This is an optimization exercise on Yosys and OpenROAD, whose aim is small area and a short achievable clock period, not a production implementation.
The RTL was checked by simulation tests, not by an equivalence proof against the original design.
Power figures rest on the tool's default switching activity, not on a simulated workload.

## flow/design.v (module list and top-level ports; edited modules follow where they fit)
// module top: 32 lines
// module mac_pp: 327 lines
// module mac_np: 327 lines
// module mac_pn: 327 lines
// module mac_nn: 317 lines
// module fa: 4 lines
// module fax: 6 lines
// module ha: 4 lines
// module hax: 4 lines
// module x2: 3 lines
// module xn2: 3 lines
module top(clk,reset,a1,a2,a3,b1,b2,b3,c1,c2,c3,c4,c5,c6,c7,c8,c9);
  // ...
==> flow/flow/run.sh <==
#!/bin/bash
# Standard ORFS layout with small port buffers and no CTS dummy loads.
set -euo pipefail
export BUFFER_PORTS_ARGS="-buffer_cell sky130_fd_sc_hd__buf_2"
export CTS_ARGS="-sink_clustering_enable -repair_clock_nets -dont_use_dummy_load -buf_list sky130_fd_sc_hd__clkbuf_8"
bash standard.sh > standard_flow.log 2>&1
==> flow/standard.sh <==
#!/bin/bash
# synth_recipe.tcl (not shown) runs the flow's synth.tcl, then flattens the netlist and writes it again
# the make line also repeats each setting of config.mk as NAME=value (left out here)
make -C /OpenROAD-flow-scripts/flow DESIGN_CONFIG=/design/flow/config.mk WORK_HOME=/design/flow/orfs CLKGATE_MAP_FILE= SYNTH_SCRIPT=/design/flow/synth_recipe.tcl "${@:-finish}"
==> flow/config.mk <==
export PLATFORM = sky130hd
export DESIGN_NAME = top
export DESIGN_NICKNAME = top
export VERILOG_FILES = /design/flow/design.v
export SDC_FILE = /design/flow/constraint.sdc
export NUM_CORES = 4
export LEC_CHECK = 0
export CAP_MARGIN = 20
export CORE_MARGIN = 2
export CORE_UTILIZATION = 40
export SETUP_SLACK_MARGIN = 1.9
export SLEW_MARGIN = 20
export SYNTH_HIERARCHICAL = 1
==> flow/constraint.sdc <==
create_clock -name core_clock -period 6.0 [get_ports {clk}]
set_input_delay 1.2000 -clock core_clock [delete_from_list [all_inputs] [get_ports {clk}]]
set_output_delay 1.2000 -clock core_clock [all_outputs]
set_load 0.01 [all_outputs]
==> run notes, run 1 <==
# TYPE chip_impl_metric gauge
chip_impl_info{name="endpoint_of_the_lowest_slack_register_to_register_path",value="acc9[13]"} 1
chip_impl_metric{name="layout.clock.cell_area_share",unit="%"} 2.461
chip_impl_metric{name="dp_worst_setup_slack",unit="ns"} 1.153
chip_impl_metric{name="post_synth_simple_gate_area",unit="%"} 20.01
chip_impl_info{name="yosys-top-cells-area",value="sky130_fd_sc_hd__fa_1, sky130_fd_sc_hd__dfxtp_1, sky130_fd_sc_hd__xor2_1"} 1
chip_impl_metric{name="layout.area.seq",unit="um2"} 5044
chip_impl_info{name="crit_path_cell_trace",value="buf_2, nor2b_2, xor2_1, xor2_1, a22o_1, xor2_1, buf_4, xor2_2, xor2_2, xor2_2, xor2_1, buf_4, nand2_1, nand2_1, o21ai_4, o31ai_2, xnor2_1, nor2_1"} 1
chip_impl_info{name="top_area_cell_class",value="multi-input combinational cells"} 1
chip_impl_metric{name="crit_path_largest_cell_delay",unit="ns"} 0.30
chip_impl_metric{name="met2WireLength",unit="um"} 32040
chip_impl_info{name="outcome",value="timing/DRC/antenna clean"} 1
chip_impl_info{name="yosys_most_used_dff",value="sky130_fd_sc_hd__dfxtp_1"} 1
chip_impl_metric{name="critPathMaxFanout",unit=""} 9
chip_impl_info{name="largest_family_of_logic_cells_by_synthesized_area",value="adder cells"} 1
chip_impl_metric{name="drcViolationCount",unit=""} 0
chip_impl_info{name="hold_path_class",value="flop to flop"} 1
chip_impl_info{name="synth_most_common_cell",value="sky130_fd_sc_hd__xor2_1"} 1
chip_impl_metric{name="synth_mux_area_share",unit="%"} 0
chip_impl_metric{name="clock_insertion_delay_worst_skew",unit="ns"} 0.64
chip_impl_metric{name="share_comb_of_total_power",unit="%"} 62.5
chip_impl_info{name="crit_path_capture",value="acc3[14]"} 1
chip_impl_metric{name="antennaDiodeCount",unit=""} 1
chip_impl_metric{name="synth_xor_xnor_area_share",unit="%"} 19.14
chip_impl_metric{name="syn-cell-area",unit="um2"} 25220
chip_impl_metric{name="yosysUniqueCellTypes",unit=""} 39
chip_impl_metric{name="intPower",unit="mW"} 5.436
chip_impl_metric{name="holdPathStages",unit=""} 2
chip_impl_metric{name="top_level_ports",unit=""} 203
chip_impl_metric{name="power_combinational",unit="mW"} 6.27
chip_impl_metric{name="cellLeakagePower",unit="nW"} 13.97
chip_impl_info{name="grt.busiest_layer",value="met2"} 1
chip_impl_metric{name="num-nonclk-inverters",unit=""} 22
chip_impl_info{name="clock_tree_from_tritoncts",value="done"} 1
chip_impl_metric{name="maxSlewHeadroom",unit="%"} 40.33
chip_impl_info{name="critical_path.endpoint_type",value="flop"} 1
chip_impl_metric{name="postPlaceCellArea",unit="um2"} 27000
==> run 2, diff against run 1 <==
--- a/flow/config.mk
+++ b/flow/config.mk
@@ -10,3 +10,2 @@
 export CORE_UTILIZATION = 40
-export SETUP_SLACK_MARGIN = 1.9
 export SLEW_MARGIN = 20
==> run 2 against run 1 <==
Sequential share of layout area grew 0.68 points. Sequential power is essentially flat. First-iteration DRC count grew 0.92%. Routed wire length shrank 2.1%. Cell area shrank 4.9%. Synthesized cell count is the same. Register-to-register slack lost 0.30 ns. Clock skew shrank 0.019 ns. Via count shrank 0.86%. Non-clock buffer count shrank 39. Combinational power shrank 15%. Maximum frequency shrank 4.8%. Critical path type unchanged. Largest cell class unchanged. Largest power group unchanged.
==> run notes, run 2 <==
# TYPE chip_impl_metric gauge
chip_impl_metric{name="syn-num-nets",unit=""} 3052
chip_impl_metric{name="number_of_sinks_on_the_clock_net",unit=""} 249
chip_impl_metric{name="synth_mux_area_share",unit="%"} 0
chip_impl_metric{name="power_switching_share",unit="%"} 46.15
chip_impl_info{name="worst_r2r_start",value="b11n[6]"} 1
chip_impl_metric{name="grt_overflow",unit=""} 0
chip_impl_metric{name="drt.antenna.violating_nets",unit=""} 0
chip_impl_metric{name="drcViolationCount",unit=""} 0
chip_impl_metric{name="setup_viols_final",unit=""} 0
chip_impl_metric{name="grt_pass1_wl",unit="um"} 105700
chip_impl_metric{name="holdPathStages",unit=""} 2
chip_impl_metric{name="initial_core_utilization",unit="%"} 40.19
chip_impl_info{name="synth_largest_area_cell",value="sky130_fd_sc_hd__fa_1"} 1
chip_impl_metric{name="post_synth_inst_count",unit=""} 2634
chip_impl_info{name="endpoint_of_the_lowest_slack_register_to_register_path",value="acc5[13]"} 1
chip_impl_metric{name="sw_pwr",unit="mW"} 4.199
chip_impl_metric{name="setup_tns",unit="ns"} 0
chip_impl_metric{name="dp.final_hpwl",unit="um"} 50030
chip_impl_metric{name="total_length_of_routed_wires",unit="um"} 64430
chip_impl_info{name="most_used_standard_cells_in_the_synthesized_netlist",value="sky130_fd_sc_hd__xor2_1, sky130_fd_sc_hd__nor2_1, sky130_fd_sc_hd__nor2b_1, sky130_fd_sc_hd__fa_1, sky130_fd_sc_hd__dfxtp_1"} 1
chip_impl_info{name="criticalPathCategory",value="input pin to flop"} 1
chip_impl_metric{name="cellLeakagePower",unit="nW"} 13.67
chip_impl_info{name="most_common_library_cell_in_the_layout_ignoring_fill_and_taps",value="sky130_fd_sc_hd__xor2_1"} 1
chip_impl_metric{name="placedCellCount",unit=""} 3601
chip_impl_metric{name="fmax",unit="GHz"} 0.2349
chip_impl_metric{name="worst_clock_skew",unit="ns"} 0.02542
chip_impl_metric{name="synth-compound-area-share",unit="%"} 12.03
chip_impl_metric{name="numCtsBuffers",unit=""} 51
chip_impl_metric{name="detail_route.first_pass.iterations",unit=""} 5
chip_impl_metric{name="async_reset_ff_share",unit="%"} 0
chip_impl_metric{name="synth-edff-count",unit=""} 0
chip_impl_metric{name="post_cts_repair_timing_setup_buffer_count",unit=""} 0
chip_impl_metric{name="crit_path_largest_cell_delay",unit="ns"} 0.61
chip_impl_metric{name="power_density",unit="nW/um2"} 328.9
chip_impl_metric{name="synth_area_per_cell",unit="um2"} 9.573
chip_impl_metric{name="post_synth_simple_gate_area",unit="%"} 20.01
chip_impl_metric{name="die-area",unit="um2"} 65060
chip_impl_metric{name="finalNetCount",unit=""} 3226
chip_impl_info{name="critical-path-top-cell-by-count",value="sky130_fd_sc_hd__xor2_1"} 1
chip_impl_info{name="crit_path_cell_trace",value="buf_2, nor2b_1, xor2_1, xor2_1, fa_1, xor2_1, xor2_1, xor2_1, and4_1, a41o_1, o21ai_2, o31ai_1, xnor2_1, nor2_1"} 1
chip_impl_metric{name="post_cts_hold_buffer_count",unit=""} 0
chip_impl_info{name="clock_tree_from_tritoncts",value="done"} 1
chip_impl_info{name="worst_path_max_delay_cell",value="sky130_fd_sc_hd__fa_1"} 1
chip_impl_metric{name="intPower",unit="mW"} 4.901
chip_impl_metric{name="clkTransAtPathRegs",unit="ns"} 0.05
chip_impl_metric{name="clock_insertion_delay_worst_skew",unit="ns"} 0.62
chip_impl_metric{name="port_buffers",unit=""} 202
chip_impl_metric{name="fill_cells",unit=""} 6100
chip_impl_metric{name="area_grow_syn2layout",unit="%"} 9.720
chip_impl_metric{name="die-height",unit="um"} 255.1
chip_impl_info{name="outcome",value="timing/DRC/antenna clean"} 1
chip_impl_info{name="setup.worst_path.start_class",value="input pin"} 1
chip_impl_metric{name="synth_xor_xnor_area_share",unit="%"} 19.14
chip_impl_metric{name="portion_of_the_post_synthesis_area_used_by_sequential_elements",unit="%"} 19.77
chip_impl_metric{name="ff2ff_setup_slack",unit="ns"} 1.78
chip_impl_metric{name="top_level_ports",unit=""} 203
chip_impl_metric{name="yosys_warnings",unit=""} 7
chip_impl_metric{name="clock_path_buffers",unit=""} 3
chip_impl_metric{name="power.total",unit="mW"} 9.100
chip_impl_metric{name="core",unit="um2"} 62740
chip_impl_metric{name="number_of_antenna_violations_at_the_first_check_in_global_routing",unit=""} 3
chip_impl_metric{name="drt_first_iter_violations",unit=""} 875
chip_impl_metric{name="routed_wire_length_per_instance",unit="um"} 17.63
chip_impl_metric{name="placement_rows",unit=""} 92
chip_impl_metric{name="syn-cell-area",unit="um2"} 25220
chip_impl_metric{name="layout-drive-gt1-share",unit="%"} 10.58
chip_impl_info{name="commonest_cells_after_routing_fill_and_taps_aside",value="sky130_fd_sc_hd__xor2_1, sky130_fd_sc_hd__nor2_1, sky130_fd_sc_hd__nor2b_1"} 1
chip_impl_info{name="crit_path_capture",value="acc7[14]"} 1
chip_impl_info{name="largest_family_of_logic_cells_by_synthesized_area",value="adder cells"} 1
chip_impl_metric{name="clock_power_share",unit="%"} 16.0
chip_impl_info{name="clk_root_buffer_cell",value="sky130_fd_sc_hd__clkbuf_8"} 1
chip_impl_metric{name="vdd.ir_drop.worst",unit="mV"} 0.3470
chip_impl_metric{name="rr_worst_depth",unit=""} 12
chip_impl_info{name="yosys-top-cells-area",value="sky130_fd_sc_hd__fa_1, sky130_fd_sc_hd__dfxtp_1, sky130_fd_sc_hd__xor2_1"} 1
chip_impl_metric{name="gp_congestion",unit=""} 0.8785
chip_impl_metric{name="period_minus_slack",unit="ns"} 4.257
chip_impl_metric{name="synth-adder-area-share",unit="%"} 27.34
chip_impl_info{name="synth_most_common_cell",value="sky130_fd_sc_hd__xor2_1"} 1
chip_impl_metric{name="grt.total_usage",unit="%"} 20.14
chip_impl_metric{name="yosysUniqueCellTypes",unit=""} 39
chip_impl_metric{name="worst-slew-pin-transition",unit="ns"} 0.8931
chip_impl_metric{name="synthDominantCellAreaShare",unit="%"} 24.21
chip_impl_info{name="hold_path_class",value="flop to flop"} 1
chip_impl_metric{name="number_of_global_route_vias_before_repair",unit=""} 20430
chip_impl_metric{name="post_cts_sizing_count",unit=""} 0
chip_impl_info{name="grt_setup_unrepaired",value="false"} 1
chip_impl_metric{name="vias",unit=""} 19170
chip_impl_metric{name="share_comb_of_total_power",unit="%"} 58.9
chip_impl_metric{name="crit_required",unit="ns"} 6.46
chip_impl_metric{name="arrival",unit="ns"} 4.72
chip_impl_metric{name="final_hold_viol_count",unit=""} 0
chip_impl_metric{name="timing.max_cap.violations",unit=""} 0
chip_impl_metric{name="via_per_instance_ratio",unit=""} 5.247
chip_impl_metric{name="die-width",unit="um"} 255.1
chip_impl_metric{name="synth.ff_latch_count",unit=""} 249
chip_impl_metric{name="p_seq_share",unit="%"} 25.1
chip_impl_metric{name="timing.final.max_slew_violations",unit=""} 0
chip_impl_info{name="yosys_most_used_dff",value="sky130_fd_sc_hd__dfxtp_1"} 1
chip_impl_info{name="setup.worst_path.start",value="a3[0]"} 1
chip_impl_metric{name="final.period_utilization",unit="%"} 70.95
chip_impl_metric{name="grt_max_degree",unit=""} 123
chip_impl_metric{name="h_tree_level_count",unit=""} 2
chip_impl_metric{name="maxSlewHeadroom",unit="%"} 40.46
chip_impl_info{name="critical_path.endpoint_type",value="flop"} 1
chip_impl_metric{name="instances_no_fill",unit=""} 3654
chip_impl_metric{name="critPathMaxFanout",unit=""} 9
chip_impl_info{name="timing.hold.worst.start",value="acc8[16]"} 1
## run 2: cell counts after synthesis
No cell type changed its count.
## run 2: layout make-up
class	count	area (um2)	share of cell area, %
antenna	2	5.005	0.01809
clock buffer	51	701.9	2.537
inverter	22	82.58	0.2985
multi-input combinational	2280	19800	71.56
sequential	249	4985	18.02
tap	846	1059	3.826
timing repair buffer	204	1035	3.740
## run 2: critical path: cells and delay by family
| family | cells | cell delay, ns |
|---|---|---|
| buf+inv | 1 | 0.18 |
| compound gates | 3 | 0.59 |
| xor+xnor | 6 | 1.56 |
| fa+ha+maj | 1 | 0.61 |
| simple gates | 3 | 0.56 |
## run 2: logic make-up (layout without fill, tap and decap cells)
| family | count (synthesis) | count (layout) |
|---|---|---|
| flip-flops | 249 | 249 |
| AO/OA/AOI/OAI | 368 | 368 |
| AND/OR/NAND/NOR | 993 | 993 |
| adder cells (fa/ha/maj) | 368 | 368 |
| other | 0 | 2 |
| buffers and inverters | 105 | 277 |
| XOR/XNOR | 551 | 551 |
## run 2: worst min-delay path by stage
stage	to	slack, ns
3_3_place_gp	acc6[16]	0.49
3_5_place_dp	acc4[16]	0.50
4_1_cts	acc8[16]	0.51
5_1_grt	acc8[16]	0.53
6_report	acc8[16]	0.51
2_1_floorplan	a12n[0]	0.41
## run 2: stage by stage
| stage | hold WS, ns | area [um2] | setup WS, ns | utilization, % |
|---|---|---|---|---|
| after global placement | 0.4866 | 26960 | 1.291 | 42.97 |
| after CTS | 0.5125 | 27660 | 1.835 | 44.09 |
| after global routing | 0.5277 | 27670 | 1.394 | 44.10 |
| after floorplan | 0.4059 | 25220 | 1.857 | - |
| after detailed placement | 0.4978 | 26960 | 1.207 | 42.97 |
| final | 0.5081 | 27670 | 1.743 | 44.10 |
## run 2: per-module statistics from Yosys (local to each module, per instance)
| module | times used | cells | cell area, um2 | flops+latches |
|---|---|---|---|---|
| top | 1 | 355 | 5660 | 249 |
| mac_nn | 4 | 141 | 661.9 | 0 |
| hax | 18 | 1 | 6.256 | 0 |
| fax | 158 | 1 | 8.758 | 0 |
| ha | 63 | 1 | 12.51 | 0 |
| xn2 | 113 | 1 | 8.758 | 0 |
| mac_pn | 2 | 124 | 738.2 | 0 |
| mac_pp | 1 | 124 | 738.2 | 0 |
| fa | 305 | 1 | 20.02 | 0 |
| mac_np | 2 | 124 | 738.2 | 0 |
| x2 | 438 | 1 | 8.758 | 0 |
## run 2: per-layer routing
layer | GRT usage (%) | vias to the layer above | routed length [um] | share of wire, %
li1 | - | 9075 | - | -
met1 | 25.54 | 9570 | 28220 | 44
met2 | 34.22 | 432 | 30810 | 48
met3 | 4.505 | 93 | 3909 | 6.1
met4 | 6.015 | 2 | 1478 | 2.3
met5 | 0 | - | 7 | 0.011
## run 2: power by group through the flow
stage                     clock network, mW  logic [mW]  registers, mW
after global placement                    0        5.22           2.31
final                                  1.46        5.36           2.28
after floorplan                           0        4.11           2.29
after detailed placement                  0        5.30           2.32
after global routing                   1.60        6.01           2.32
after CTS                              1.55        5.36           2.29
==> run 3, diff against run 2 <==
==> flow/flow/run.sh (replaced) <==
#!/bin/bash
# Standard ORFS layout, with buf_2 input buffers, buf_1 output buffers and no
# CTS dummy loads.
set -euo pipefail
export BUFFER_PORTS_ARGS="-inputs -buffer_cell sky130_fd_sc_hd__buf_2"
export PRE_GLOBAL_PLACE_TCL="$(pwd)/flow/pre_gpl.tcl"
export CTS_ARGS="-sink_clustering_enable -repair_clock_nets -dont_use_dummy_load -buf_list sky130_fd_sc_hd__clkbuf_8"
bash standard.sh > standard_flow.log 2>&1
==> flow/flow/pre_gpl.tcl (new file) <==
# Output ports get the smallest buffer: they drive only the fixed output load
# and have most of the cycle to spare.
buffer_ports -outputs -buffer_cell sky130_fd_sc_hd__buf_1
==> run 3 against run 2 <==
Highest routed layer unchanged. Via count fell by 2.8%. Synthesized area unchanged. Global-route usage decreased by 0.19 points. Final cell count decreased by 4.2%.
==> run notes, run 3 <==
# TYPE chip_impl_metric gauge
chip_impl_metric{name="fmax",unit="GHz"} 0.2308
chip_impl_metric{name="placement_rows",unit=""} 92
chip_impl_metric{name="post_cts_sizing_count",unit=""} 0
chip_impl_metric{name="post_synth_simple_gate_area",unit="%"} 20.01
chip_impl_metric{name="die-height",unit="um"} 255.1
chip_impl_metric{name="synth_xor_xnor_area_share",unit="%"} 19.14
chip_impl_info{name="synth_most_common_cell",value="sky130_fd_sc_hd__xor2_1"} 1
chip_impl_metric{name="cellLeakagePower",unit="nW"} 12.89
chip_impl_metric{name="post_cts_repair_timing_setup_buffer_count",unit=""} 0
chip_impl_metric{name="synth-compound-area-share",unit="%"} 12.03
chip_impl_metric{name="final.period_utilization",unit="%"} 72.22
chip_impl_metric{name="arrival",unit="ns"} 4.77
chip_impl_metric{name="detail_route.first_pass.iterations",unit=""} 5
chip_impl_info{name="clk_root_buffer_cell",value="sky130_fd_sc_hd__clkbuf_8"} 1
chip_impl_info{name="critical_path.endpoint_type",value="flop"} 1
chip_impl_info{name="crit_path_cell_trace",value="nor2_1, fa_1, a22o_1, fa_1, fa_1, xor2_1, nand3_1, o22ai_1, o211ai_1, a31oi_1, xnor2_1, nor2_1"} 1
chip_impl_metric{name="routed_wire_length_per_instance",unit="um"} 18.36
chip_impl_metric{name="ff2ff_setup_slack",unit="ns"} 1.67
chip_impl_metric{name="dp.final_hpwl",unit="um"} 49720
chip_impl_metric{name="multiInputGateArea",unit="um2"} 19800
chip_impl_metric{name="post_cts_hold_buffer_count",unit=""} 0
chip_impl_metric{name="port_buffers",unit=""} 202
chip_impl_metric{name="vias",unit=""} 18640
chip_impl_info{name="yosys_most_used_dff",value="sky130_fd_sc_hd__dfxtp_1"} 1
chip_impl_metric{name="timing.max_cap.violations",unit=""} 0
chip_impl_info{name="hold_path_class",value="flop to flop"} 1
chip_impl_metric{name="layout-drive-gt1-share",unit="%"} 5.428
chip_impl_info{name="most_common_library_cell_in_the_layout_ignoring_fill_and_taps",value="sky130_fd_sc_hd__xor2_1"} 1
chip_impl_info{name="timing.hold.worst.start",value="acc4[16]"} 1
chip_impl_metric{name="via_per_instance_ratio",unit=""} 5.325
chip_impl_metric{name="period_minus_slack",unit="ns"} 4.333
chip_impl_metric{name="gp_congestion",unit=""} 0.8701
chip_impl_info{name="worst_path_max_delay_cell",value="sky130_fd_sc_hd__dfxtp_1"} 1
chip_impl_metric{name="synth.ff_latch_count",unit=""} 249
chip_impl_metric{name="core",unit="um2"} 62740
chip_impl_metric{name="rr_worst_depth",unit=""} 12
chip_impl_metric{name="worst-slew-pin-transition",unit="ns"} 0.7143
chip_impl_metric{name="top_level_ports",unit=""} 203
chip_impl_info{name="critical-path-top-cell-by-count",value="sky130_fd_sc_hd__fa_1"} 1
chip_impl_metric{name="number_of_sinks_on_the_clock_net",unit=""} 249
chip_impl_metric{name="initial_core_utilization",unit="%"} 40.19
chip_impl_metric{name="clock_insertion_delay_worst_skew",unit="ns"} 0.63
chip_impl_metric{name="synth-edff-count",unit=""} 0
chip_impl_metric{name="syn-num-nets",unit=""} 3052
chip_impl_metric{name="vdd.ir_drop.worst",unit="mV"} 0.3363
chip_impl_info{name="criticalPathCategory",value="flop to flop"} 1
chip_impl_info{name="grt_setup_unrepaired",value="false"} 1
chip_impl_metric{name="power_density",unit="nW/um2"} 332.1
chip_impl_info{name="setup.worst_path.start_class",value="flop"} 1
chip_impl_metric{name="holdPathStages",unit=""} 2
chip_impl_metric{name="grt_pass1_wl",unit="um"} 103700
chip_impl_metric{name="drt.antenna.violating_nets",unit=""} 0
chip_impl_metric{name="finalNetCount",unit=""} 3073
chip_impl_metric{name="grt_max_degree",unit=""} 151
chip_impl_metric{name="post_synth_inst_count",unit=""} 2634
chip_impl_metric{name="yosysUniqueCellTypes",unit=""} 39
chip_impl_metric{name="setup_tns",unit="ns"} 0
chip_impl_metric{name="syn-cell-area",unit="um2"} 25220
chip_impl_metric{name="area_grow_syn2layout",unit="%"} 6.749
chip_impl_metric{name="setup_viols_final",unit=""} 0
chip_impl_info{name="yosys-top-cells-area",value="sky130_fd_sc_hd__fa_1, sky130_fd_sc_hd__dfxtp_1, sky130_fd_sc_hd__xor2_1"} 1
chip_impl_info{name="setup.worst_path.start",value="b11n[5]"} 1
chip_impl_info{name="outcome",value="timing/DRC/antenna clean"} 1
chip_impl_metric{name="synth_mux_area_share",unit="%"} 0
chip_impl_info{name="most_used_standard_cells_in_the_synthesized_netlist",value="sky130_fd_sc_hd__xor2_1, sky130_fd_sc_hd__nor2_1, sky130_fd_sc_hd__nor2b_1, sky130_fd_sc_hd__fa_1, sky130_fd_sc_hd__dfxtp_1"} 1
chip_impl_metric{name="grt_overflow",unit=""} 0
chip_impl_metric{name="clock_path_buffers",unit=""} 3
chip_impl_metric{name="total_length_of_routed_wires",unit="um"} 64270
chip_impl_metric{name="drcViolationCount",unit=""} 0
chip_impl_metric{name="synth_area_per_cell",unit="um2"} 9.573
chip_impl_info{name="min_to",value="acc4[16]"} 1
chip_impl_metric{name="drt_first_iter_violations",unit=""} 807
chip_impl_metric{name="async_reset_ff_share",unit="%"} 0
chip_impl_metric{name="critPathMaxFanout",unit=""} 9
chip_impl_info{name="worst_r2r_start",value="b11n[5]"} 1
chip_impl_metric{name="grt.total_usage",unit="%"} 19.95
chip_impl_metric{name="number_of_global_route_vias_before_repair",unit=""} 19730
chip_impl_metric{name="worst_clock_skew",unit="ns"} 0.04545
chip_impl_metric{name="h_tree_level_count",unit=""} 2
chip_impl_metric{name="numCtsBuffers",unit=""} 52
chip_impl_info{name="largest_family_of_logic_cells_by_synthesized_area",value="adder cells"} 1
chip_impl_metric{name="number_of_antenna_violations_at_the_first_check_in_global_routing",unit=""} 2
chip_impl_metric{name="maxSlewHeadroom",unit="%"} 52.38
chip_impl_metric{name="die-area",unit="um2"} 65060
chip_impl_info{name="endpoint_of_the_lowest_slack_register_to_register_path",value="acc5[13]"} 1
chip_impl_info{name="commonest_cells_after_routing_fill_and_taps_aside",value="sky130_fd_sc_hd__xor2_1, sky130_fd_sc_hd__nor2_1, sky130_fd_sc_hd__nor2b_1"} 1
chip_impl_metric{name="synthDominantCellAreaShare",unit="%"} 24.21
chip_impl_metric{name="crit_path_largest_cell_delay",unit="ns"} 0.65
chip_impl_info{name="clock_tree_from_tritoncts",value="done"} 1
chip_impl_metric{name="power.total",unit="mW"} 8.939
chip_impl_metric{name="timing.final.max_slew_violations",unit=""} 0
chip_impl_metric{name="fill_cells",unit=""} 6063
chip_impl_metric{name="yosys_warnings",unit=""} 7
chip_impl_metric{name="die-width",unit="um"} 255.1
chip_impl_metric{name="clkTransAtPathRegs",unit="ns"} 0.05
chip_impl_metric{name="final_hold_viol_count",unit=""} 0
chip_impl_info{name="synth_largest_area_cell",value="sky130_fd_sc_hd__fa_1"} 1
chip_impl_metric{name="synth-adder-area-share",unit="%"} 27.34
chip_impl_metric{name="layout.area.seq",unit="um2"} 4985
chip_impl_metric{name="portion_of_the_post_synthesis_area_used_by_sequential_elements",unit="%"} 19.77
chip_impl_metric{name="crit_required",unit="ns"} 6.44
-- run 3: cell counts after synthesis --
Identical to the previous run, type by type.
-- run 3: Yosys stat by module, one instance, submodules excluded --
module  flip-flops and latches  copies in the design
mac_pp                       0                     1
mac_pn                       0                     2
fa                           0                   305
x2                           0                   438
xn2                          0                   113
fax                          0                   158
ha                           0                    63
top                        249                     1
mac_nn                       0                     4
mac_np                       0                     2
hax                          0                    18
-- run 3: critical path, delay by kind of cell, from the launching register on --
family	cells	cell delay, ns
compound gates	4	0.96
xor+xnor	2	0.63
fa+ha+maj	3	1.56
flops	1	0.65
simple gates	3	0.36
-- run 3: per-layer routing --
metal / wire (um) / track usage (%) / vias up
met5: 14 / 0 / -
met4: 1668 / 6.282 / 2
met3: 4558 / 5.899 / 109
met2: 30890 / 33.94 / 408
met1: 27140 / 24.23 / 9360
li1: - / - / 8760
-- run 3: cells by family (layout without fill, tap and decap cells) --
logic type / count (synthesis) / after routing
xor+xnor: 551 / 551
compound gates: 368 / 368
other cells: 0 / 1
flops: 249 / 249
buf+inv: 105 / 124
simple gates: 993 / 993
fa+ha+maj: 368 / 368
-- run 3: stage by stage --
stage / hold slack [ns] / worst slack (ns) / cells / utilization, % / area, um2
4_1_cts: 0.5654 / 1.729 / 3499 / 42.90 / 26910
3_5_place_dp: 0.5561 / 1.191 / 3447 / 41.76 / 26200
5_1_grt: 0.6022 / 1.410 / 3500 / 42.91 / 26920
2_1_floorplan: 0.4059 / 1.857 / 2634 / - / 25220
3_3_place_gp: 0.5542 / 1.237 / 3447 / 41.76 / 26200
6_report: 0.5664 / 1.667 / 3500 / 42.91 / 26920
-- run 3: worst max-delay path by stage --
stage                    end  slack, ns  cells after the start
finish              acc5[13]       1.67                     12
global route        acc5[13]       1.41                     12
CTS                 acc5[13]       1.73                     12
detailed placement  acc3[16]       1.19                     16
global placement    acc2[14]       1.24                     14
floorplan           acc1[14]       1.86                     11
-- run 3: report_power, final --
group	switching (mW)	total, mW	internal, mW
registers	0.524	2.48	1.96
logic	2.94	4.99	2.05
clock network	0.712	1.46	0.752
-- run 3: cell type report --
type | instances | area share [%]
multi-input cells | 2280 | 73.56
well taps | 846 | 3.933
flip-flops and latches | 249 | 18.52
repair buffers | 50 | 1.018
diodes | 1 | 0.009297
clock buffers | 52 | 2.659
inverters | 22 | 0.3068
==> run 4, diff against run 3 <==
==> flow/flow/run.sh (replaced) <==
#!/bin/bash
# Standard ORFS layout with buf_1 port buffers (input ones then upsized) and
# no CTS dummy loads.
set -euo pipefail
export BUFFER_PORTS_ARGS="-buffer_cell sky130_fd_sc_hd__buf_1"
export POST_GLOBAL_PLACE_TCL="$(pwd)/flow/post_gpl.tcl"
export CTS_ARGS="-sink_clustering_enable -repair_clock_nets -dont_use_dummy_load -buf_list sky130_fd_sc_hd__clkbuf_8"
bash standard.sh > standard_flow.log 2>&1
==> flow/flow/post_gpl.tcl (new file) <==
# Port buffers are inserted as buf_1; the input ones each drive a PE's partial
# products, so they get a stronger buffer.
foreach inst [get_cells input*] {
  replace_cell $inst sky130_fd_sc_hd__buf_2
}
removed: flow/flow/pre_gpl.tcl
==> run 4 against run 3 <==
Still clean on timing, DRC and antenna. Synthesized area is the same. Die area unchanged. Clock skew down 0.015 ns. Flip-flop and latch count stayed put. Critical path type is now input pin to flop.
==> run notes, run 4 <==
# TYPE chip_impl_metric gauge
chip_impl_info{name="critical_path.endpoint_type",value="flop"} 1
chip_impl_metric{name="drt_first_iter_violations",unit=""} 840
chip_impl_info{name="yosys_most_used_dff",value="sky130_fd_sc_hd__dfxtp_1"} 1
chip_impl_metric{name="final_hold_viol_count",unit=""} 0
chip_impl_metric{name="crit_required",unit="ns"} 6.47
chip_impl_metric{name="finalNetCount",unit=""} 3229
chip_impl_metric{name="worst_clock_skew",unit="ns"} 0.03069
chip_impl_metric{name="cellLeakagePower",unit="nW"} 13.08
chip_impl_metric{name="h_tree_level_count",unit=""} 2
chip_impl_metric{name="share_comb_of_total_power",unit="%"} 58.4
chip_impl_info{name="hold_path_class",value="flop to flop"} 1
chip_impl_info{name="min_to",value="acc6[16]"} 1
chip_impl_metric{name="dp.final_hpwl",unit="um"} 50410
chip_impl_metric{name="ff2ff_setup_slack",unit="ns"} 1.81
chip_impl_metric{name="maxSlewHeadroom",unit="%"} 39.19
chip_impl_metric{name="synth-adder-area-share",unit="%"} 27.34
chip_impl_metric{name="async_reset_ff_share",unit="%"} 0
chip_impl_metric{name="top_level_ports",unit=""} 203
chip_impl_metric{name="period_minus_slack",unit="ns"} 4.319
chip_impl_metric{name="initial_core_utilization",unit="%"} 40.19
chip_impl_metric{name="die-area",unit="um2"} 65060
chip_impl_info{name="worst_r2r_start",value="b11n[5]"} 1
chip_impl_metric{name="total_length_of_routed_wires",unit="um"} 64350
chip_impl_metric{name="grt_overflow",unit=""} 0
chip_impl_metric{name="number_of_sinks_on_the_clock_net",unit=""} 249
chip_impl_metric{name="port_buffers",unit=""} 202
chip_impl_info{name="commonest_cells_after_routing_fill_and_taps_aside",value="sky130_fd_sc_hd__xor2_1, sky130_fd_sc_hd__nor2_1, sky130_fd_sc_hd__nor2b_1"} 1
chip_impl_metric{name="clock_power_share",unit="%"} 16.4
chip_impl_info{name="endpoint_of_the_lowest_slack_register_to_register_path",value="acc5[16]"} 1
chip_impl_metric{name="post_cts_sizing_count",unit=""} 0
chip_impl_metric{name="critPathMaxFanout",unit=""} 9
chip_impl_metric{name="synth-edff-count",unit=""} 0
chip_impl_metric{name="worst-slew-pin-transition",unit="ns"} 0.9122
chip_impl_info{name="synth_most_common_cell",value="sky130_fd_sc_hd__xor2_1"} 1
chip_impl_metric{name="numCtsBuffers",unit=""} 53
chip_impl_metric{name="grt_pass1_wl",unit="um"} 104700
chip_impl_info{name="crit_path_cell_trace",value="buf_2, nor2b_1, xor2_1, xor2_1, fa_1, xor2_1, xor2_1, xor2_1, and4_1, a41o_1, o21ai_2, a211oi_1, xnor2_1, nor2_1"} 1
chip_impl_info{name="timing.hold.worst.start",value="acc6[16]"} 1
chip_impl_info{name="most_common_library_cell_in_the_layout_ignoring_fill_and_taps",value="sky130_fd_sc_hd__xor2_1"} 1
chip_impl_metric{name="detail_route.first_pass.iterations",unit=""} 5
chip_impl_metric{name="clock_path_buffers",unit=""} 3
chip_impl_info{name="yosys-top-cells-area",value="sky130_fd_sc_hd__fa_1, sky130_fd_sc_hd__dfxtp_1, sky130_fd_sc_hd__xor2_1"} 1
chip_impl_metric{name="drt.antenna.violating_nets",unit=""} 0
chip_impl_info{name="clk_root_buffer_cell",value="sky130_fd_sc_hd__clkbuf_8"} 1
chip_impl_metric{name="holdPathStages",unit=""} 2
chip_impl_metric{name="synth_xor_xnor_area_share",unit="%"} 19.14
chip_impl_metric{name="portion_of_the_post_synthesis_area_used_by_sequential_elements",unit="%"} 19.77
chip_impl_metric{name="arrival",unit="ns"} 4.79
chip_impl_metric{name="synth.ff_latch_count",unit=""} 249
chip_impl_metric{name="post_cts_hold_buffer_count",unit=""} 0
chip_impl_metric{name="finalHoldWorstSlack",unit="ns"} 0.5066
chip_impl_metric{name="routed_wire_length_per_instance",unit="um"} 17.60
chip_impl_metric{name="number_of_global_route_vias_before_repair",unit=""} 20170
chip_impl_metric{name="vias",unit=""} 19170
chip_impl_metric{name="layout_setup_ws",unit="ns"} 1.681
chip_impl_metric{name="sw_pwr",unit="mW"} 4.203
chip_impl_info{name="synth_largest_area_cell",value="sky130_fd_sc_hd__fa_1"} 1
chip_impl_info{name="critical-path-top-cell-by-count",value="sky130_fd_sc_hd__xor2_1"} 1
chip_impl_metric{name="power_density",unit="nW/um2"} 329.8
chip_impl_metric{name="post_cts_repair_timing_setup_buffer_count",unit=""} 0
chip_impl_metric{name="power.total",unit="mW"} 9.070
chip_impl_info{name="setup.worst_path.start_class",value="input pin"} 1
chip_impl_metric{name="timing.max_cap.violations",unit=""} 0
chip_impl_metric{name="setup_tns",unit="ns"} 0
chip_impl_metric{name="syn-cell-area",unit="um2"} 25220
chip_impl_metric{name="placement_rows",unit=""} 92
chip_impl_metric{name="via_per_instance_ratio",unit=""} 5.243
chip_impl_info{name="clock_tree_from_tritoncts",value="done"} 1
chip_impl_metric{name="p_seq_share",unit="%"} 25.2
chip_impl_metric{name="yosys_warnings",unit=""} 7
chip_impl_metric{name="timing.final.max_slew_violations",unit=""} 0
chip_impl_metric{name="power_switching_share",unit="%"} 46.34
chip_impl_metric{name="final.period_utilization",unit="%"} 71.98
chip_impl_info{name="grt_setup_unrepaired",value="false"} 1
chip_impl_info{name="largest_family_of_logic_cells_by_synthesized_area",value="adder cells"} 1
chip_impl_metric{name="crit_path_largest_cell_delay",unit="ns"} 0.49
chip_impl_metric{name="post_synth_inst_count",unit=""} 2634
chip_impl_metric{name="die-width",unit="um"} 255.1
chip_impl_metric{name="core",unit="um2"} 62740
chip_impl_metric{name="vdd.ir_drop.worst",unit="mV"} 0.2488
chip_impl_metric{name="setup_viols_final",unit=""} 0
chip_impl_metric{name="die-height",unit="um"} 255.1
chip_impl_metric{name="fmax",unit="GHz"} 0.2315
chip_impl_metric{name="rr_worst_depth",unit=""} 12
chip_impl_metric{name="drcViolationCount",unit=""} 0
chip_impl_metric{name="grt_max_degree",unit=""} 82
chip_impl_metric{name="synth_mux_area_share",unit="%"} 0
chip_impl_metric{name="synthDominantCellAreaShare",unit="%"} 24.21
chip_impl_metric{name="synth-compound-area-share",unit="%"} 12.03
chip_impl_metric{name="grt.total_usage",unit="%"} 20.04
chip_impl_metric{name="layout-drive-gt1-share",unit="%"} 5.233
chip_impl_metric{name="number_of_antenna_violations_at_the_first_check_in_global_routing",unit=""} 2
chip_impl_metric{name="clock_insertion_delay_worst_skew",unit="ns"} 0.63
chip_impl_metric{name="intPower",unit="mW"} 4.867
chip_impl_metric{name="dp_worst_setup_slack",unit="ns"} 1.110
chip_impl_metric{name="post_synth_simple_gate_area",unit="%"} 20.01
chip_impl_info{name="most_used_standard_cells_in_the_synthesized_netlist",value="sky130_fd_sc_hd__xor2_1, sky130_fd_sc_hd__nor2_1, sky130_fd_sc_hd__nor2b_1, sky130_fd_sc_hd__fa_1, sky130_fd_sc_hd__dfxtp_1"} 1
chip_impl_metric{name="area_grow_syn2layout",unit="%"} 9.066
chip_impl_info{name="outcome",value="timing/DRC/antenna clean"} 1
chip_impl_metric{name="yosysUniqueCellTypes",unit=""} 39
chip_impl_info{name="worst_path_max_delay_cell",value="sky130_fd_sc_hd__fa_1"} 1
chip_impl_info{name="criticalPathCategory",value="input pin to flop"} 1
chip_impl_metric{name="clkTransAtPathRegs",unit="ns"} 0.05
chip_impl_metric{name="synth_area_per_cell",unit="um2"} 9.573
chip_impl_metric{name="syn-num-nets",unit=""} 3052
==> run 4: cell types whose count changed in the layout (fill, tap and decap cells not counted), sizes merged <==
cell / delta
buf: +156
==> run 4: power by group through the flow <==
stage                     clock [mW]  sequential, mW  combinational [mW]
final                           1.48            2.29                5.30
after global routing            1.64            2.32                5.94
after CTS                       1.58            2.29                5.30
after detailed placement           0            2.32                5.26
after global placement             0            2.32                5.15
after floorplan                    0            2.29                4.11
==> run 4: layout make-up <==
type	count	area (um2)
Fill cell	6095	35230
Inverter	22	82.58
Timing Repair Buffer	205	844.6
Multi-Input combinational cell	2280	19800
Tap cell	846	1059
Sequential cell	249	4985
Clock buffer	53	729.5
Antenna cell	1	2.502
==> run 4: how the worst max path moves through the flow <==
stage / startpoint / end / slack [ns] / cells after the start
floorplan: b1[4] / acc1[14] / 1.86 / 11
global placement: b2[5] / acc2[16] / 0.90 / 14
detailed placement: b2[5] / acc2[16] / 1.11 / 14
CTS: b2[5] / acc2[16] / 1.77 / 14
global route: b2[1] / acc2[16] / 1.43 / 16
finish: b2[5] / acc2[16] / 1.68 / 14
==> run 4: critical path: cells and delay by family <==
kind	cells	cell delay (ns)
xor+xnor	6	1.63
simple gates	3	0.54
buf+inv	1	0.24
compound gates	3	0.69
fa+ha+maj	1	0.49
==> run 4: Yosys stat by module, one instance, submodules excluded <==
module  cells inside  flip-flops and latches  copies in the design  cell area, um2
fa                 1                       0                   305           20.02
fax                1                       0                   158           8.758
ha                 1                       0                    63           12.51
hax                1                       0                    18           6.256
mac_nn           141                       0                     4           661.9
mac_np           124                       0                     2           738.2
mac_pn           124                       0                     2           738.2
mac_pp           124                       0                     1           738.2
top              355                     249                     1            5660
x2                 1                       0                   438           8.758
xn2                1                       0                   113           8.758
==> run 4: logic make-up (layout without fill, tap and decap cells) <==
logic type                 count (synthesis)  in the layout
and+or+nand+nor                          993            993
xor gates and xnor gates                 551            551
other                                      0              1
DFF                                      249            249
buffers and inverters                    105            280
adders and majority gates                368            368
AOI/OAI and AO/OA                        368            368
==> run 4: layer usage <==
| layer | up-vias | wire length (um) | track usage, % |
|---|---|---|---|
| li1 | 9077 | - | - |
| met1 | 9563 | 27650 | 24.98 |
| met2 | 420 | 31090 | 34.37 |
| met3 | 105 | 4057 | 4.800 |
| met4 | 2 | 1527 | 5.915 |
| met5 | - | 13 | 0 |
==> run 4: through the flow <==
| step | std cells | util (%) | cell area (um2) |
|---|---|---|---|
| 3_3_place_gp | 3602 | 42.57 | 26710 |
| 6_report | 3656 | 43.84 | 27500 |
| 5_1_grt | 3656 | 43.84 | 27500 |
| 2_1_floorplan | 2634 | - | 25220 |
| 4_1_cts | 3655 | 43.83 | 27500 |
| 3_5_place_dp | 3602 | 42.67 | 26770 |
==> run 5, diff against run 4 <==
--- a/flow/config.mk
+++ b/flow/config.mk
@@ -9,3 +9,4 @@
 export CORE_MARGIN = 2
-export CORE_UTILIZATION = 40
+export CORE_UTILIZATION = 60
+export PLACE_DENSITY = 0.8
 export SLEW_MARGIN = 20
==> run 5 against run 4 <==
Still clean. Die area shrank 33%. Total power decreased by 0.29%. Worst hold slack better by 0.011 ns. Critical path type unchanged. Largest power group unchanged.
==> run notes, run 5 <==
# TYPE chip_impl_metric gauge
chip_impl_metric{name="synth.ff_latch_count",unit=""} 249
chip_impl_metric{name="post_cts_hold_buffer_count",unit=""} 0
chip_impl_info{name="clock_tree_from_tritoncts",value="done"} 1
chip_impl_metric{name="intPower",unit="mW"} 4.761
chip_impl_metric{name="multiInputGateArea",unit="um2"} 19800
chip_impl_metric{name="worst_clock_skew",unit="ns"} 0.01744
chip_impl_info{name="grt_setup_unrepaired",value="false"} 1
chip_impl_metric{name="clock_power_share",unit="%"} 14.7
chip_impl_metric{name="critPathMaxFanout",unit=""} 9
chip_impl_metric{name="vdd.ir_drop.worst",unit="mV"} 0.3520
chip_impl_metric{name="finalNetCount",unit=""} 3221
chip_impl_info{name="crit_path_cell_trace",value="buf_2, nor2b_1, xor2_1, xor2_1, fa_1, xor2_1, xor2_1, xor2_1, and4_1, a41o_1, o21ai_2, o31ai_1, xnor2_1, nor2_1"} 1
chip_impl_metric{name="grt.total_usage",unit="%"} 29.13
chip_impl_metric{name="synth_area_per_cell",unit="um2"} 9.573
chip_impl_metric{name="grt_pass1_wl",unit="um"} 103800
chip_impl_metric{name="met3RoutedLength",unit="um"} 4191
chip_impl_metric{name="dp.final_hpwl",unit="um"} 48710
chip_impl_metric{name="synth-edff-count",unit=""} 0
chip_impl_info{name="setup.worst_path.start_class",value="input pin"} 1
chip_impl_info{name="commonest_cells_after_routing_fill_and_taps_aside",value="sky130_fd_sc_hd__xor2_1, sky130_fd_sc_hd__nor2_1, sky130_fd_sc_hd__nor2b_1"} 1
chip_impl_metric{name="met2WireLength",unit="um"} 31070
chip_impl_metric{name="syn-num-nets",unit=""} 3052
chip_impl_metric{name="die-width",unit="um"} 209
chip_impl_info{name="yosys_most_used_dff",value="sky130_fd_sc_hd__dfxtp_1"} 1
chip_impl_metric{name="crit_required",unit="ns"} 6.46
chip_impl_metric{name="worst-slew-pin-transition",unit="ns"} 0.7371
chip_impl_metric{name="yosysUniqueCellTypes",unit=""} 39
chip_impl_metric{name="die-area",unit="um2"} 43680
chip_impl_metric{name="die-height",unit="um"} 209
chip_impl_metric{name="clock_path_buffers",unit=""} 3
chip_impl_metric{name="grt_max_degree",unit=""} 115
chip_impl_metric{name="h_tree_level_count",unit=""} 2
chip_impl_metric{name="route.layer.met1.wl",unit="um"} 25960
chip_impl_metric{name="number_of_antenna_violations_at_the_first_check_in_global_routing",unit=""} 0
chip_impl_metric{name="layout.area.seq",unit="um2"} 4985
chip_impl_metric{name="placement_rows",unit=""} 75
chip_impl_info{name="critical-path-top-cell-by-count",value="sky130_fd_sc_hd__xor2_1"} 1
chip_impl_metric{name="period_minus_slack",unit="ns"} 4.481
chip_impl_metric{name="core",unit="um2"} 41760
chip_impl_info{name="hold_path_class",value="flop to flop"} 1
chip_impl_metric{name="vias",unit=""} 19750
chip_impl_metric{name="via_per_instance_ratio",unit=""} 5.913
chip_impl_metric{name="numCtsBuffers",unit=""} 45
chip_impl_metric{name="number_of_sinks_on_the_clock_net",unit=""} 249
chip_impl_metric{name="routed_wire_length_per_instance",unit="um"} 18.87
chip_impl_info{name="outcome",value="timing/DRC/antenna clean"} 1
chip_impl_metric{name="timing.max_cap.violations",unit=""} 0
chip_impl_metric{name="ff2ff_setup_slack",unit="ns"} 1.80
chip_impl_metric{name="antennaDiodeCount",unit=""} 0
chip_impl_metric{name="post_cts_repair_timing_setup_buffer_count",unit=""} 0
chip_impl_metric{name="fill_cells",unit=""} 3372
chip_impl_info{name="criticalPathCategory",value="input pin to flop"} 1
chip_impl_metric{name="grt_overflow",unit=""} 0
chip_impl_metric{name="clock_insertion_delay_worst_skew",unit="ns"} 0.61
chip_impl_metric{name="finalHoldWorstSlack",unit="ns"} 0.5178
chip_impl_metric{name="cellLeakagePower",unit="nW"} 13.03
chip_impl_metric{name="share_comb_of_total_power",unit="%"} 60.0
chip_impl_info{name="most_used_standard_cells_in_the_synthesized_netlist",value="sky130_fd_sc_hd__xor2_1, sky130_fd_sc_hd__nor2_1, sky130_fd_sc_hd__nor2b_1, sky130_fd_sc_hd__fa_1, sky130_fd_sc_hd__dfxtp_1"} 1
chip_impl_metric{name="arrival",unit="ns"} 4.94
chip_impl_metric{name="sw_pwr",unit="mW"} 4.283
chip_impl_metric{name="port_buffers",unit=""} 202
chip_impl_metric{name="power.total",unit="mW"} 9.044
chip_impl_info{name="yosys-top-cells-area",value="sky130_fd_sc_hd__fa_1, sky130_fd_sc_hd__dfxtp_1, sky130_fd_sc_hd__xor2_1"} 1
chip_impl_metric{name="timing.final.max_slew_violations",unit=""} 0
chip_impl_info{name="critical_path.endpoint_type",value="flop"} 1
chip_impl_metric{name="power_switching_share",unit="%"} 47.36
chip_impl_metric{name="setup_viols_final",unit=""} 0
chip_impl_metric{name="syn-cell-area",unit="um2"} 25220
chip_impl_metric{name="drt_first_iter_violations",unit=""} 1164
chip_impl_metric{name="layout-drive-gt1-share",unit="%"} 4.963
chip_impl_metric{name="area_grow_syn2layout",unit="%"} 7.145
chip_impl_metric{name="portion_of_the_post_synthesis_area_used_by_sequential_elements",unit="%"} 19.77
chip_impl_info{name="synth_most_common_cell",value="sky130_fd_sc_hd__xor2_1"} 1
chip_impl_metric{name="crit_path_largest_cell_delay",unit="ns"} 0.50
chip_impl_metric{name="clkTransAtPathRegs",unit="ns"} 0.05
chip_impl_metric{name="fmax",unit="GHz"} 0.2232
chip_impl_info{name="worst_path_max_delay_cell",value="sky130_fd_sc_hd__fa_1"} 1
chip_impl_info{name="highest_layer",value="met4"} 1
chip_impl_metric{name="drcViolationCount",unit=""} 0
chip_impl_metric{name="setup_tns",unit="ns"} 0
chip_impl_metric{name="post_cts_sizing_count",unit=""} 0
chip_impl_info{name="synth_largest_area_cell",value="sky130_fd_sc_hd__fa_1"} 1
chip_impl_metric{name="async_reset_ff_share",unit="%"} 0
chip_impl_metric{name="top_level_ports",unit=""} 203
chip_impl_metric{name="drt.antenna.violating_nets",unit=""} 0
chip_impl_metric{name="power_density",unit="nW/um2"} 334.8
chip_impl_metric{name="number_of_global_route_vias_before_repair",unit=""} 21150
chip_impl_metric{name="total_length_of_routed_wires",unit="um"} 63010
chip_impl_metric{name="post_synth_inst_count",unit=""} 2634
chip_impl_metric{name="p_seq_share",unit="%"} 25.3
chip_impl_metric{name="synthDominantCellAreaShare",unit="%"} 24.21
chip_impl_metric{name="maxSlewHeadroom",unit="%"} 50.86
chip_impl_metric{name="detail_route.first_pass.iterations",unit=""} 6
chip_impl_metric{name="final_hold_viol_count",unit=""} 0
chip_impl_metric{name="yosys_warnings",unit=""} 7
chip_impl_info{name="clk_root_buffer_cell",value="sky130_fd_sc_hd__clkbuf_8"} 1
chip_impl_metric{name="initial_core_utilization",unit="%"} 60.38
chip_impl_info{name="most_common_library_cell_in_the_layout_ignoring_fill_and_taps",value="sky130_fd_sc_hd__xor2_1"} 1
chip_impl_metric{name="final.period_utilization",unit="%"} 74.68
run 5: cell counts after synthesis:
No cell type changed its count.
run 5: routing by layer:
layer  GRT usage [%]  up-vias
met3           6.237      152
met1           36.53     9908
met5               0        -
met2           49.66      643
met4           10.62        0
li1                -     9046
run 5: power by group through the flow:
stage	Combinational [mW]	Clock, mW	Sequential [mW]
finish	5.42	1.33	2.29
global route	5.98	1.45	2.31
CTS	5.36	1.39	2.28
detailed placement	5.30	0	2.31
global placement	5.10	0	2.30
floorplan	4.11	0	2.29
run 5: per-module statistics from Yosys, one instance, submodules excluded:
module,times used,cells
top,1,355
mac_np,2,124
mac_pn,2,124
mac_pp,1,124
mac_nn,4,141
fa,305,1
ha,63,1
fax,158,1
x2,438,1
xn2,113,1
hax,18,1
run 5: through the flow:
step           cell area, um2  setup slack, ns  util [%]  std cells
2_1_floorplan           25220            1.857         -       2634
3_3_place_gp            26340            1.176     63.07       3295
3_5_place_dp            26400            1.140     63.21       3295
4_1_cts                 27020            1.669     64.70       3340
5_1_grt                 27020            1.414     64.70       3340
6_report                27020            1.519     64.70       3340
run 5: layout make-up:
class                      count  share of cell area, %
clock buffer                  45                  2.292
inverter                      22                 0.3057
multi-input combinational   2280                  73.28
sequential                   249                  18.45
tap                          539                  2.496
timing repair buffer         205                  3.172
run 5: kinds of logic after synthesis:
kind of cell	share of synthesized area, %
buffers and inverters	1.712
adder cells (fa/ha/maj)	27.34
AND/OR/NAND/NOR	20.01
XOR/XNOR	19.14
flip-flops	19.77
AO/OA/AOI/OAI	12.03
run 5: path summary, 6_finish.rpt:
check	start	end	depth (start not counted)
setup / recovery	a2[3]	acc4[14]	14
hold / removal	acc4[16]	acc4[16]	2
setup reg to reg	a22n[6]	acc9[16]	12
hold reg to reg	acc4[16]	acc4[16]	2
run 5: worst max-delay path: cells and delay by family:
kind	cells	cell delay, ns
AO/OA/AOI/OAI	3	0.72
XOR/XNOR	6	1.71
adder cells (fa/ha/maj)	1	0.50
buffers and inverters	1	0.20
AND/OR/NAND/NOR	3	0.59
==> run 6, diff against run 5 <==
==> flow/flow/post_gpl.tcl (replaced) <==
# Port buffers are inserted as buf_1; the input ones each drive a PE's partial
# products, so they get a stronger buffer.
foreach inst [get_cells input*] {
  replace_cell $inst sky130_fd_sc_hd__buf_4
}
--- a/flow/config.mk
+++ b/flow/config.mk
@@ -9,4 +9,3 @@
 export CORE_MARGIN = 2
-export CORE_UTILIZATION = 60
-export PLACE_DENSITY = 0.8
+export CORE_UTILIZATION = 40
 export SLEW_MARGIN = 20
==> run 6 against run 5 <==
Final cell count increased by 9.4%. Setup slack improved by 0.28 ns. Maximum frequency increased by 6.6%. Largest power group unchanged. Synthesized area unchanged. Die area increased by 49%. Cell area increased by 2.1%. Combinational power decreased by 2%. Critical path type unchanged. Still clean.
==> run notes, run 6 <==
# TYPE chip_impl_metric gauge
chip_impl_info{name="outcome",value="timing/DRC/antenna clean"} 1
chip_impl_info{name="crit_path_cell_trace",value="buf_4, nor2b_1, xor2_1, xor2_1, fa_1, xor2_1, xor2_1, xor2_1, and4_1, a41o_1, o21ai_2, a211oi_1, xnor2_1, nor2_1"} 1
chip_impl_metric{name="synth_area_per_cell",unit="um2"} 9.573
chip_impl_metric{name="grt_pass1_wl",unit="um"} 104600
chip_impl_metric{name="timing.max_cap.violations",unit=""} 0
chip_impl_metric{name="initial_core_utilization",unit="%"} 40.19
chip_impl_metric{name="number_of_antenna_violations_at_the_first_check_in_global_routing",unit=""} 1
chip_impl_info{name="setup.worst_path.start_class",value="input pin"} 1
chip_impl_metric{name="die-width",unit="um"} 255.1
chip_impl_metric{name="layout.area.seq",unit="um2"} 4985
chip_impl_metric{name="grt_max_degree",unit=""} 82
chip_impl_metric{name="post_synth_inst_count",unit=""} 2634
chip_impl_metric{name="numCtsBuffers",unit=""} 51
chip_impl_info{name="synth_most_common_cell",value="sky130_fd_sc_hd__xor2_1"} 1
chip_impl_metric{name="drt_first_iter_violations",unit=""} 827
chip_impl_info{name="synth_largest_area_cell",value="sky130_fd_sc_hd__fa_1"} 1
chip_impl_info{name="yosys-top-cells-area",value="sky130_fd_sc_hd__fa_1, sky130_fd_sc_hd__dfxtp_1, sky130_fd_sc_hd__xor2_1"} 1
chip_impl_info{name="endpoint_of_the_lowest_slack_register_to_register_path",value="acc5[13]"} 1
chip_impl_metric{name="worst_clock_skew",unit="ns"} 0.03444
chip_impl_metric{name="maxSlewHeadroom",unit="%"} 39.57
chip_impl_metric{name="critPathMaxFanout",unit=""} 9
chip_impl_metric{name="arrival",unit="ns"} 4.68
chip_impl_metric{name="synth-edff-count",unit=""} 0
chip_impl_metric{name="holdPathStages",unit=""} 2
chip_impl_metric{name="drt.antenna.violating_nets",unit=""} 0
chip_impl_metric{name="number_of_global_route_vias_before_repair",unit=""} 20030
chip_impl_metric{name="vias",unit=""} 19070
chip_impl_metric{name="routed_wire_length_per_instance",unit="um"} 17.65
chip_impl_metric{name="via_per_instance_ratio",unit=""} 5.218
chip_impl_info{name="most_used_standard_cells_in_the_synthesized_netlist",value="sky130_fd_sc_hd__xor2_1, sky130_fd_sc_hd__nor2_1, sky130_fd_sc_hd__nor2b_1, sky130_fd_sc_hd__fa_1, sky130_fd_sc_hd__dfxtp_1"} 1
chip_impl_info{name="worst_path_max_delay_cell",value="sky130_fd_sc_hd__fa_1"} 1
chip_impl_metric{name="number_of_sinks_on_the_clock_net",unit=""} 249
chip_impl_metric{name="detail_route.first_pass.iterations",unit=""} 5
chip_impl_metric{name="final.period_utilization",unit="%"} 70.05
chip_impl_metric{name="async_reset_ff_share",unit="%"} 0
chip_impl_metric{name="layout-drive-gt1-share",unit="%"} 5.166
chip_impl_metric{name="synth.ff_latch_count",unit=""} 249
chip_impl_metric{name="post_cts_sizing_count",unit=""} 0
chip_impl_metric{name="crit_path_largest_cell_delay",unit="ns"} 0.49
chip_impl_info{name="clk_root_buffer_cell",value="sky130_fd_sc_hd__clkbuf_8"} 1
chip_impl_metric{name="port_buffers",unit=""} 202
chip_impl_metric{name="drcViolationCount",unit=""} 0
chip_impl_metric{name="top_level_ports",unit=""} 203
chip_impl_info{name="commonest_cells_after_routing_fill_and_taps_aside",value="sky130_fd_sc_hd__xor2_1, sky130_fd_sc_hd__nor2_1, sky130_fd_sc_hd__nor2b_1"} 1
chip_impl_metric{name="ff2ff_setup_slack",unit="ns"} 1.85
chip_impl_metric{name="dp.final_hpwl",unit="um"} 50430
chip_impl_metric{name="finalNetCount",unit=""} 3227
chip_impl_metric{name="clock_insertion_delay_worst_skew",unit="ns"} 0.63
chip_impl_metric{name="syn-num-nets",unit=""} 3052
chip_impl_metric{name="multiInputGateArea",unit="um2"} 19800
chip_impl_info{name="min_to",value="acc6[16]"} 1
chip_impl_metric{name="final_hold_viol_count",unit=""} 0
chip_impl_metric{name="crit_required",unit="ns"} 6.48
chip_impl_metric{name="power.total",unit="mW"} 9.060
chip_impl_metric{name="post_cts_hold_buffer_count",unit=""} 0
chip_impl_metric{name="fmax",unit="GHz"} 0.2379
chip_impl_metric{name="clock_path_buffers",unit=""} 3
chip_impl_metric{name="grt_overflow",unit=""} 0
chip_impl_metric{name="grt.total_usage",unit="%"} 20.04
chip_impl_metric{name="worst-slew-pin-transition",unit="ns"} 0.9064
chip_impl_metric{name="die-height",unit="um"} 255.1
chip_impl_metric{name="core",unit="um2"} 62740
chip_impl_metric{name="area_grow_syn2layout",unit="%"} 9.433
chip_impl_metric{name="syn-cell-area",unit="um2"} 25220
chip_impl_metric{name="rr_worst_depth",unit=""} 12
chip_impl_metric{name="portion_of_the_post_synthesis_area_used_by_sequential_elements",unit="%"} 19.77
chip_impl_metric{name="setup_tns",unit="ns"} 0
chip_impl_info{name="worst_r2r_start",value="b11n[5]"} 1
chip_impl_info{name="critical_path.endpoint_type",value="flop"} 1
chip_impl_metric{name="setup_viols_final",unit=""} 0
chip_impl_metric{name="h_tree_level_count",unit=""} 2
chip_impl_metric{name="period_minus_slack",unit="ns"} 4.203
chip_impl_metric{name="power_density",unit="nW/um2"} 328.3
chip_impl_metric{name="synthDominantCellAreaShare",unit="%"} 24.21
chip_impl_metric{name="die-area",unit="um2"} 65060
chip_impl_metric{name="total_length_of_routed_wires",unit="um"} 64510
chip_impl_metric{name="post_cts_repair_timing_setup_buffer_count",unit=""} 0
chip_impl_info{name="setup.worst_path.start",value="b2[5]"} 1
chip_impl_info{name="yosys_most_used_dff",value="sky130_fd_sc_hd__dfxtp_1"} 1
chip_impl_metric{name="vdd.ir_drop.worst",unit="mV"} 0.2497
chip_impl_info{name="grt_setup_unrepaired",value="false"} 1
chip_impl_info{name="hold_path_class",value="flop to flop"} 1
chip_impl_info{name="critical-path-top-cell-by-count",value="sky130_fd_sc_hd__xor2_1"} 1
chip_impl_info{name="criticalPathCategory",value="input pin to flop"} 1
chip_impl_info{name="most_common_library_cell_in_the_layout_ignoring_fill_and_taps",value="sky130_fd_sc_hd__xor2_1"} 1
chip_impl_metric{name="yosysUniqueCellTypes",unit=""} 39
chip_impl_metric{name="placement_rows",unit=""} 92
chip_impl_info{name="timing.hold.worst.start",value="acc6[16]"} 1
chip_impl_metric{name="yosys_warnings",unit=""} 7
chip_impl_metric{name="timing.final.max_slew_violations",unit=""} 0
chip_impl_metric{name="fill_cells",unit=""} 6200
chip_impl_info{name="clock_tree_from_tritoncts",value="done"} 1
chip_impl_metric{name="cellLeakagePower",unit="nW"} 13.11
chip_impl_metric{name="clkTransAtPathRegs",unit="ns"} 0.06
## run 6: cell counts after synthesis
No cell type changed its count.
## run 6: worst max-delay path: cells and delay by family
kind                     cells  cell delay, ns
XOR/XNOR                     6            1.63
buffers and inverters        1            0.17
AO/OA/AOI/OAI                3            0.66
adder cells (fa/ha/maj)      1            0.49
AND/OR/NAND/NOR              3            0.51
## run 6: cell type report
class | instances | area share [%]
Antenna cell | 1 | 0.009069
Clock buffer | 51 | 2.544
Inverter | 22 | 0.2993
Multi-Input combinational cell | 2280 | 71.75
Sequential cell | 249 | 18.06
Tap cell | 846 | 3.836
Timing Repair Buffer | 205 | 3.496
## run 6: Yosys stat by module, one instance, submodules excluded, a selection
module | cells | area (um2) | flip-flops and latches
top | 355 | 5660 | 249
mac_pn | 124 | 738.2 | 0
x2 | 1 | 8.758 | 0
ha | 1 | 12.51 | 0
mac_pp | 124 | 738.2 | 0
mac_np | 124 | 738.2 | 0
## run 6: how the worst max path moves through the flow
stage	to	slack (ns)	cells after the start
2_1_floorplan	acc1[14]	1.86	11
3_3_place_gp	acc2[16]	0.90	14
3_5_place_dp	acc2[16]	1.20	14
4_1_cts	acc5[13]	1.85	12
5_1_grt	acc2[16]	1.52	16
6_report	acc2[16]	1.80	14
## run 6: logic make-up (layout without fill, tap and decap cells)
group,after synthesis,in the layout,share of synthesized area [%]
AO/OA/AOI/OAI,368,368,12.03
XOR/XNOR,551,551,19.14
adder cells (fa/ha/maj),368,368,27.34
buffers and inverters,105,278,1.712
flip-flops,249,249,19.77
other,0,1,0
AND/OR/NAND/NOR,993,993,20.01
## run 6: through the flow
step	hold WS, ns	cell area, um2	instances	util, %	setup WS [ns]
global placement	0.4910	26710	3602	42.57	0.9009
global route	0.5342	27590	3654	43.98	1.520
detailed placement	0.5018	26890	3602	42.86	1.204
floorplan	0.4059	25220	2634	-	1.857
finish	0.5105	27590	3654	43.98	1.797
CTS	0.5155	27590	3653	43.98	1.850
## run 6: per-layer routing
layer	share of wire (%)	global-route usage [%]
met1	44	25.37
met5	0	0
met4	2.2	5.380
met2	48	34.36
met3	5.3	4.475
## run 6: report_power, final
| part | switching, mW | internal (mW) |
|---|---|---|
| clock | 0.719 | 0.740 |
| sequential | 0.328 | 1.96 |
| combinational | 3.16 | 2.15 |
| total | 4.21 | 4.85 |

## port drivers added, routing unchanged
The results above use ideal ports. As a check the final layouts listed here were re-extracted and re-timed, cells and wires unchanged.
Step 1 assumes that a clkbuf_16 drives the clock port and a buf_2 every other input.
Step 2 also shifts input and output timing later by t, the mid clock arrival at the registers, as if the neighbouring blocks saw the same clock.
Three values: ideal, step 1, step 2; two values: the first two.
| run | t, ns | slack for setup (ns) | worst setup path after step 2 | worst slew at a driven data input, ns |
|---|---|---|---|---|
| run 1 | 0.674 | 1.948 / 1.980 / 1.306 | input to register | 0.06 |
| run 2 | 0.677 | 1.743 / 1.778 / 1.101 | input to register | 0.07 |
| run 3 | 0.664 | 1.667 / 1.667 / 1.096 | input to register | 0.06 |
| run 4 | 0.679 | 1.681 / 1.720 / 1.041 | input to register | 0.06 |
| run 5 | 0.655 | 1.519 / 1.544 / 0.889 | input to register | 0.04 |
| run 6 | 0.672 | 1.797 / 1.831 / 1.159 | input to register | 0.07 |
After both steps setup and hold are still met in every run listed.
